Source: an optimization exercise on an open RTL-to-GDS flow (aim: small area and a short achievable clock period). Production flows keep margins and buffers that such runs may drop. Function not checked in this run: the RTL went through the layout flow alone. No activity file was given, so power comes from the tool's default toggle rates.

==> design/flow/flow/run.sh <==
#!/bin/bash
# Own layout flow: the standard ORFS layout, with port buffers of a small, fast buffer
# (buf_2) instead of the default the port buffering picks; every port still gets a buffer.
set -euo pipefail
export BUFFER_PORTS_ARGS="-buffer_cell sky130_fd_sc_hd__buf_2"
bash standard.sh > standard_flow.log 2>&1
==> design/flow/standard.sh <==
#!/bin/bash
# synth_recipe.tcl (not shown) runs the flow's synth.tcl, then flattens the netlist and writes it again
# the make line also repeats each setting of config.mk as NAME=value (left out here)
make -C /OpenROAD-flow-scripts/flow DESIGN_CONFIG=/design/flow/config.mk WORK_HOME=/design/flow/orfs CLKGATE_MAP_FILE= SYNTH_SCRIPT=/design/flow/synth_recipe.tcl "${@:-finish}"
==> design/flow/config.mk <==
export PLATFORM = sky130hd
export DESIGN_NAME = pe
export DESIGN_NICKNAME = pe
export VERILOG_FILES = /design/flow/design.v
export SDC_FILE = /design/flow/constraint.sdc
export NUM_CORES = 4
export LEC_CHECK = 0
export CAP_MARGIN = 20
export CORE_MARGIN = 2
export CORE_UTILIZATION = 40
export SLEW_MARGIN = 20
==> design/flow/constraint.sdc <==
create_clock -name core_clock -period 10.5 [get_ports {clk}]
set_input_delay 2.1000 -clock core_clock [delete_from_list [all_inputs] [get_ports {clk}]]
set_output_delay 2.1000 -clock core_clock [all_outputs]
set_load 0.01 [all_outputs]
==> design/flow/design.v <==
module add #(
    parameter HALFWORD_WIDTH = 16
) (
    input  signed [HALFWORD_WIDTH-1:0] A,
    input  signed [HALFWORD_WIDTH-1:0] B,
    output signed [HALFWORD_WIDTH-1:0] out
);
  assign out = A + B;
endmodule
module signedm #(
    parameter DATA_SIZE      = 8,
    parameter HALFWORD_WIDTH = 16
) (
    input  signed [     DATA_SIZE-1:0] a,
                                       b,
    output signed [HALFWORD_WIDTH-1:0] data_out
);
  assign data_out = a * b;
endmodule
`timescale 1ns / 1ps
module pe (
    input               clk,
    input               rst,
    input  signed [7:0] weight,
    input  signed [7:0] inmap,
    input               inmap_vld,
    input               weight_vld,
    input  signed [7:0] bias,
    output signed [7:0] outmap,
    output              outmap_vld,
    output signed [15:0] outraw
);
  wire v = inmap_vld & weight_vld;
  reg  [4:0]  n;     
  reg  [15:0] acc;   
  wire z = (n == 5'd0);
  wire [15:0] base = z ? {{5{bias[7]}}, bias, 3'b0} : acc;
  wire [7:0] xg = inmap & {8{v}};
  wire one0 = xg[0] ^ 1'b0;
  wire two0 = (xg[1] & ~xg[0] & ~1'b0) | (~xg[1] & xg[0] & 1'b0);
  wire neg0 = xg[1] & ~(xg[0] & 1'b0);
  wire w0 = ((one0 & weight[0]) | (two0 & 1'b0)) ^ neg0;
  wire w1 = ((one0 & weight[1]) | (two0 & weight[0])) ^ neg0;
  wire w2 = ((one0 & weight[2]) | (two0 & weight[1])) ^ neg0;
  wire w3 = ((one0 & weight[3]) | (two0 & weight[2])) ^ neg0;
  wire w4 = ((one0 & weight[4]) | (two0 & weight[3])) ^ neg0;
  wire w5 = ((one0 & weight[5]) | (two0 & weight[4])) ^ neg0;
  wire w6 = ((one0 & weight[6]) | (two0 & weight[5])) ^ neg0;
  wire w7 = ((one0 & weight[7]) | (two0 & weight[6])) ^ neg0;
  wire w8 = ~(((one0 & weight[7]) | (two0 & weight[7])) ^ neg0);
  wire one1 = xg[2] ^ xg[1];
  wire two1 = (xg[3] & ~xg[2] & ~xg[1]) | (~xg[3] & xg[2] & xg[1]);
  wire neg1 = xg[3] & ~(xg[2] & xg[1]);
  wire w9 = ((one1 & weight[0]) | (two1 & 1'b0)) ^ neg1;
  wire w10 = ((one1 & weight[1]) | (two1 & weight[0])) ^ neg1;
  wire w11 = ((one1 & weight[2]) | (two1 & weight[1])) ^ neg1;
  wire w12 = ((one1 & weight[3]) | (two1 & weight[2])) ^ neg1;
  wire w13 = ((one1 & weight[4]) | (two1 & weight[3])) ^ neg1;
  wire w14 = ((one1 & weight[5]) | (two1 & weight[4])) ^ neg1;
  wire w15 = ((one1 & weight[6]) | (two1 & weight[5])) ^ neg1;
  wire w16 = ((one1 & weight[7]) | (two1 & weight[6])) ^ neg1;
  wire w17 = ~(((one1 & weight[7]) | (two1 & weight[7])) ^ neg1);
  wire one2 = xg[4] ^ xg[3];
  wire two2 = (xg[5] & ~xg[4] & ~xg[3]) | (~xg[5] & xg[4] & xg[3]);
  wire neg2 = xg[5] & ~(xg[4] & xg[3]);
  wire w18 = ((one2 & weight[0]) | (two2 & 1'b0)) ^ neg2;
  wire w19 = ((one2 & weight[1]) | (two2 & weight[0])) ^ neg2;
  wire w20 = ((one2 & weight[2]) | (two2 & weight[1])) ^ neg2;
  wire w21 = ((one2 & weight[3]) | (two2 & weight[2])) ^ neg2;
  wire w22 = ((one2 & weight[4]) | (two2 & weight[3])) ^ neg2;
  wire w23 = ((one2 & weight[5]) | (two2 & weight[4])) ^ neg2;
  wire w24 = ((one2 & weight[6]) | (two2 & weight[5])) ^ neg2;
  wire w25 = ((one2 & weight[7]) | (two2 & weight[6])) ^ neg2;
  wire w26 = ~(((one2 & weight[7]) | (two2 & weight[7])) ^ neg2);
  wire one3 = xg[6] ^ xg[5];
  wire two3 = (xg[7] & ~xg[6] & ~xg[5]) | (~xg[7] & xg[6] & xg[5]);
  wire neg3 = xg[7] & ~(xg[6] & xg[5]);
  wire w27 = ((one3 & weight[0]) | (two3 & 1'b0)) ^ neg3;
  wire w28 = ((one3 & weight[1]) | (two3 & weight[0])) ^ neg3;
  wire w29 = ((one3 & weight[2]) | (two3 & weight[1])) ^ neg3;
  wire w30 = ((one3 & weight[3]) | (two3 & weight[2])) ^ neg3;
  wire w31 = ((one3 & weight[4]) | (two3 & weight[3])) ^ neg3;
  wire w32 = ((one3 & weight[5]) | (two3 & weight[4])) ^ neg3;
  wire w33 = ((one3 & weight[6]) | (two3 & weight[5])) ^ neg3;
  wire w34 = ((one3 & weight[7]) | (two3 & weight[6])) ^ neg3;
  wire w35 = ~(((one3 & weight[7]) | (two3 & weight[7])) ^ neg3);
  wire s0 = base[0] ^ neg0 ^ w0;
  wire c0 = (base[0] & neg0) | (base[0] & w0) | (neg0 & w0);
  wire s1 = base[1] ^ w1 ^ c0;
  wire c1 = (base[1] & w1) | (base[1] & c0) | (w1 & c0);
  wire s2 = base[2] ^ neg1 ^ w2;
  wire c2 = (base[2] & neg1) | (base[2] & w2) | (neg1 & w2);
  wire s3 = w9 ^ s2 ^ c1;
  wire c3 = (w9 & s2) | (w9 & c1) | (s2 & c1);
  wire s4 = base[3] ^ w3 ^ w10;
  wire c4 = (base[3] & w3) | (base[3] & w10) | (w3 & w10);
  wire s5 = c2 ^ s4 ^ c3;
  wire c5 = (c2 & s4) | (c2 & c3) | (s4 & c3);
  wire s6 = base[4] ^ neg2 ^ w4;
  wire c6 = (base[4] & neg2) | (base[4] & w4) | (neg2 & w4);
  wire s7 = w11 ^ w18 ^ c4;
  wire c7 = (w11 & w18) | (w11 & c4) | (w18 & c4);
  wire s8 = s6 ^ s7 ^ c5;
  wire c8 = (s6 & s7) | (s6 & c5) | (s7 & c5);
  wire s9 = base[5] ^ w5 ^ w12;
  wire c9 = (base[5] & w5) | (base[5] & w12) | (w5 & w12);
  wire s10 = w19 ^ c6 ^ s9;
  wire c10 = (w19 & c6) | (w19 & s9) | (c6 & s9);
  wire s11 = c7 ^ s10 ^ c8;
  wire c11 = (c7 & s10) | (c7 & c8) | (s10 & c8);
  wire s12 = base[6] ^ neg3 ^ w6;
  wire c12 = (base[6] & neg3) | (base[6] & w6) | (neg3 & w6);
  wire s13 = w13 ^ w20 ^ w27;
  wire c13 = (w13 & w20) | (w13 & w27) | (w20 & w27);
  wire s14 = c9 ^ s12 ^ s13;
  wire c14 = (c9 & s12) | (c9 & s13) | (s12 & s13);
  wire hs0 = c10 ^ s14;
  wire hc0 = c10 & s14;
  wire s15 = base[7] ^ w7 ^ w14;
  wire c15 = (base[7] & w7) | (base[7] & w14) | (w7 & w14);
  wire s16 = w21 ^ w28 ^ c12;
  wire c16 = (w21 & w28) | (w21 & c12) | (w28 & c12);
  wire s17 = c13 ^ s15 ^ c14;
  wire c17 = (c13 & s15) | (c13 & c14) | (s15 & c14);
  wire hs1 = s16 ^ hc0;
  wire hc1 = s16 & hc0;
  wire s18 = 1'b1 ^ base[8] ^ w8;
  wire c18 = (1'b1 & base[8]) | (1'b1 & w8) | (base[8] & w8);
  wire s19 = w15 ^ w22 ^ w29;
  wire c19 = (w15 & w22) | (w15 & w29) | (w22 & w29);
  wire s20 = c15 ^ s18 ^ s19;
  wire c20 = (c15 & s18) | (c15 & s19) | (s18 & s19);
  wire s21 = c16 ^ s20 ^ c17;
  wire c21 = (c16 & s20) | (c16 & c17) | (s20 & c17);
  wire s22 = 1'b1 ^ base[9] ^ w16;
  wire c22 = (1'b1 & base[9]) | (1'b1 & w16) | (base[9] & w16);
  wire s23 = w23 ^ w30 ^ c18;
  wire c23 = (w23 & w30) | (w23 & c18) | (w30 & c18);
  wire s24 = c19 ^ s22 ^ c20;
  wire c24 = (c19 & s22) | (c19 & c20) | (s22 & c20);
  wire hs2 = s23 ^ s24;
  wire hc2 = s23 & s24;
  wire s25 = base[10] ^ w17 ^ w24;
  wire c25 = (base[10] & w17) | (base[10] & w24) | (w17 & w24);
  wire s26 = w31 ^ c22 ^ s25;
  wire c26 = (w31 & c22) | (w31 & s25) | (c22 & s25);
  wire s27 = c23 ^ s26 ^ c24;
  wire c27 = (c23 & s26) | (c23 & c24) | (s26 & c24);
  wire s28 = 1'b1 ^ base[11] ^ w25;
  wire c28 = (1'b1 & base[11]) | (1'b1 & w25) | (base[11] & w25);
  wire s29 = w32 ^ c25 ^ s28;
  wire c29 = (w32 & c25) | (w32 & s28) | (c25 & s28);
  wire hs3 = c26 ^ s29;
  wire hc3 = c26 & s29;
  wire s30 = base[12] ^ w26 ^ w33;
  wire c30 = (base[12] & w26) | (base[12] & w33) | (w26 & w33);
  wire s31 = c28 ^ s30 ^ c29;
  wire c31 = (c28 & s30) | (c28 & c29) | (s30 & c29);
  wire s32 = 1'b1 ^ base[13] ^ w34;
  wire c32 = (1'b1 & base[13]) | (1'b1 & w34) | (base[13] & w34);
  wire hs4 = c30 ^ s32;
  wire hc4 = c30 & s32;
  wire s33 = base[14] ^ w35 ^ c32;
  wire c33 = (base[14] & w35) | (base[14] & c32) | (w35 & c32);
  wire top1 = 1'b1 ^ base[15];
  wire [15:0] sx = {top1, hc4, hs4, hc3, hs3, hc2, c21, hc1, s17, hs0, s11, s8, s5, s3, s1, s0};
  wire [15:0] sy = {c33, s33, c31, s31, c27, s27, hs2, s21, hs1, c11, 1'b0, 1'b0, 1'b0, 1'b0, 1'b0, 1'b0};
  wire [15:0] t = sx + sy;
  wire [6:0] r = t[9:3] + t[2];
  assign outraw = t & {16{v}};
  assign outmap = {1'b0, r & {7{v & ~t[15]}}};
  assign outmap_vld = (n == 5'd24);
  always @(posedge clk) acc <= t;
  always @(posedge clk or posedge rst) begin
    if (rst) n <= 5'd0;
    else if (v) n <= (n == 5'd24) ? 5'd0 : n + 5'd1;
  end
endmodule
==> results.yml <==
status:
  status: "finished clean"
min_path:
  hold_class: "flop to flop"
  worstHoldPathCells: 2
sta:
  fmax_ghz: 0.1065
  fin_worst_skew_ps: 7.941
  tns_ps: 0
  slew_headroom: 0.4679
  setup_viol_count_final: 0
  tightest_slew_ps: 796.0
  holdWs_ps: 520.1
  fin_crit_sh: 0.8940
  hold_viol: 0
  fin_crit_ps: 9387
  rsz0062_at_grt: "no"
  maxSlewViolCount: 0
clock_network:
  clkSinkCount: 21
  clock-root-buffer: "clkbuf_8"
  htreeDepth: 1
  holdBufCountCts: 0
  cts.repair.resized: 0
  cts_made_buffers: 3
  cts_buffer_depth: 2
  clk_latency_ps: 270
  cts_tree: "yes"
  cts_setup_buffers: 0
  clkTransAtPathRegs_ps: 90
logic_synthesis:
  synth_flop_cell: "dfxtp_1"
  seq_area_frac_synth: 0.1399
  yosysWarnings: 1
  synth_area_mm2: 0.003184
  synth_top_cell_area_share: 0.1886
  synth_cell_type_count: 48
  syn_inst: 385
  synth-seq-cells: 21
  synth_top_cells_by_area: "fa_1 (19%), dfxtp_1 (10%), ha_1 (9.8%)"
  yosys.cell_count.top_type: "inv_1"
  synth.avg_cell_area_um2: 8.271
  syn-num-nets: 468
  synth_edf_count: 0
  async_reset_ff_frac: 0.2381
  yosys.area.top_type: "fa_1"
  synth_common_cells: "inv_1 (44), nand2_1 (38), xnor2_1 (32)"
layout:
  n_antenna_cell: 0
  syn_to_final_growth_pct: 10.53
  fin_util: 0.4555
  nets: 500
  layout-drive-gt1-share: 0.1538
critical_path:
  crit_fanout: 18
  critical_path_class: "input pin to primary output"
  worstPathRequired_ps: 8400
  reg2reg_depth: 19
  end_kind: "primary output"
  crit_path_start_kind: "input pin"
  critPathArrivalTime_ps: 7290
route:
  viasPerCell: 5.166
  dr.pass1.iters: 4
  drcViolationCount: 0
  drt-total-wl_um: 7678
  ant_nets: 0
  first_iter_violations: 149
  wl_per_cell_um: 14.82
  vias: 2676
global_route:
  use_met2: 0.3147
  antenna_found_initial: 0
  gr-total-overflow: 0
  grt_max_degree: 19
  grt.busiest_layer: "met2"
  use_met1: 0.2492
  grt_pass1_vias: 2452
  grt.total_usage: 0.1801
  grt_use_met3: 0.01612
  grt_pass1_wl_um: 12220
die:
  num_io_pins: 53
  dieArea_mm2: 0.008691
  start_util: 0.4121
  core_mm2: 0.007727
  die_y_um: 93.23
  chipWidth_um: 93.23
  num_rows: 32
power_and_ir_drop:
  p_leak_nw: 1.696
  p_per_area_mw_per_mm2: 393.1
  finalPower_w: 0.001384
  vdd_drop_max_mv: 0.2840
placed_design:
  hpwl_um: 6417
  gp_congestion: 0.9072
  portBuffers: 51
job:
  cap_violations: 0
## worst max-delay path, stage by stage
cell and delay [ps]:
buf_2 180, and2_1 580, nand3b_1 500, xnor2_1 290, fa_1 500, inv_1 50
fa_1 370, fa_1 390, fa_1 370, ha_1 340, a21o_1 190, a21oi_1 270
a211oi_1 150, or4_1 650, a21boi_1 210, buf_2 150
## sequential cells by signal, indices dropped and copies added (netlist names)
name,cells
acc,16
n,5
## power breakdown
group	internal [W]	switching [W]	total (W)	leakage, nW
sequential	0.000136	0.0000242	0.000160	0.194
combinational	0.000500	0.000669	0.00117	1.48
clock	0.0000265	0.0000286	0.0000551	0.0255
## cells by family after synthesis
kind of cell	Yosys count	share of synthesized area
AO/OA/AOI/OAI	79	0.1591
XOR/XNOR	45	0.1261
adder cells (fa/ha/maj)	55	0.2868
buffers and inverters	70	0.08802
flip-flops	21	0.1399
multiplexers	9	0.03301
other	1	0.001178
AND/OR/NAND/NOR	105	0.1658
## worst paths after layout
kind	startpoint	end	slack, ps
hold / removal	acc[0]$_DFF_P_	acc[0]$_DFF_P_	520
setup / recovery	inmap_vld	outmap[1]	1110
max in group asynchronous	rst	n[1]$_DFFE_PP0N_	8600
min in group asynchronous	rst	n[4]$_DFFE_PP0N_	1710
hold reg to reg	acc[0]$_DFF_P_	acc[0]$_DFF_P_	520
setup reg to reg	n[0]$_DFFE_PP0N_	acc[14]$_DFF_P_	5620
## routing by layer
layer	vias up	wire (um)
li1	1338	-
met1	1282	3541
met2	52	3844
met3	4	250
met4	0	42
met5	-	0
## stage by stage
step	instance area [um2]	setup WS (ps)	instances
after global routing	3520	879.8	518
final	3520	1113	518
after CTS	3520	1134	518
after detailed placement	3473	1146	514
after global placement	3473	1301	514
after floorplan	3184	1569	385
## layout by cell type, fill, tap and decap left out, drive strengths merged, types with 4 or more instances in the layout
master,count
mux2i,7
and3,11
inv,44
buf,53
a21oi,23
dfrtp,5
xor2,13
nand3b,5
nand2,38
fa,30
ha,25
and2,6
nor2,19
a22oi,21
nor3,6
o21ai,15
dfxtp,16
nand2b,4
a21o,5
xnor2,32
o21a,4
## final cells by class
cell class,instances,area [um2]
clock buffer,3,41.29
clock inverter,1,5.005
fill,797,4208
inverter,44,165.2
multi-input combinational,294,2465
sequential,21,445.4
tap,102,127.6
timing repair buffer,53,270.3

==> static timing again, ports no longer ideal <==
Ports are ideal in the flow. The routed layout listed here was re-timed in OpenROAD.
Step 1 (the two cells are an assumption about what drives the block):
set clk [get_ports {clk}]
set_driving_cell -lib_cell sky130_fd_sc_hd__clkbuf_16 $clk
set_driving_cell -lib_cell sky130_fd_sc_hd__buf_2 [delete_from_list [all_inputs] $clk]
Step 2 adds t to the input delays and takes it off the output delays; t is the mean of the earliest and latest rising clock arrival at the registers after step 1. Input paths then give back, and output paths get back, about the clock's delay inside the block.
Slacks: ideal ports / drivers / drivers and shift; pairs: ideal ports / drivers.
t, ns: 0.289
setup slack, ns: 1.113 / 1.083 / 1.083
worst setup path after step 2: input to output
slew at the worst register clock pin (ns): 0.09 / 0.09
After both steps this run still meets setup and hold. For this run, drivers alone change the setup slack by -0.030 ns; drivers and shift together by -0.030 ns.
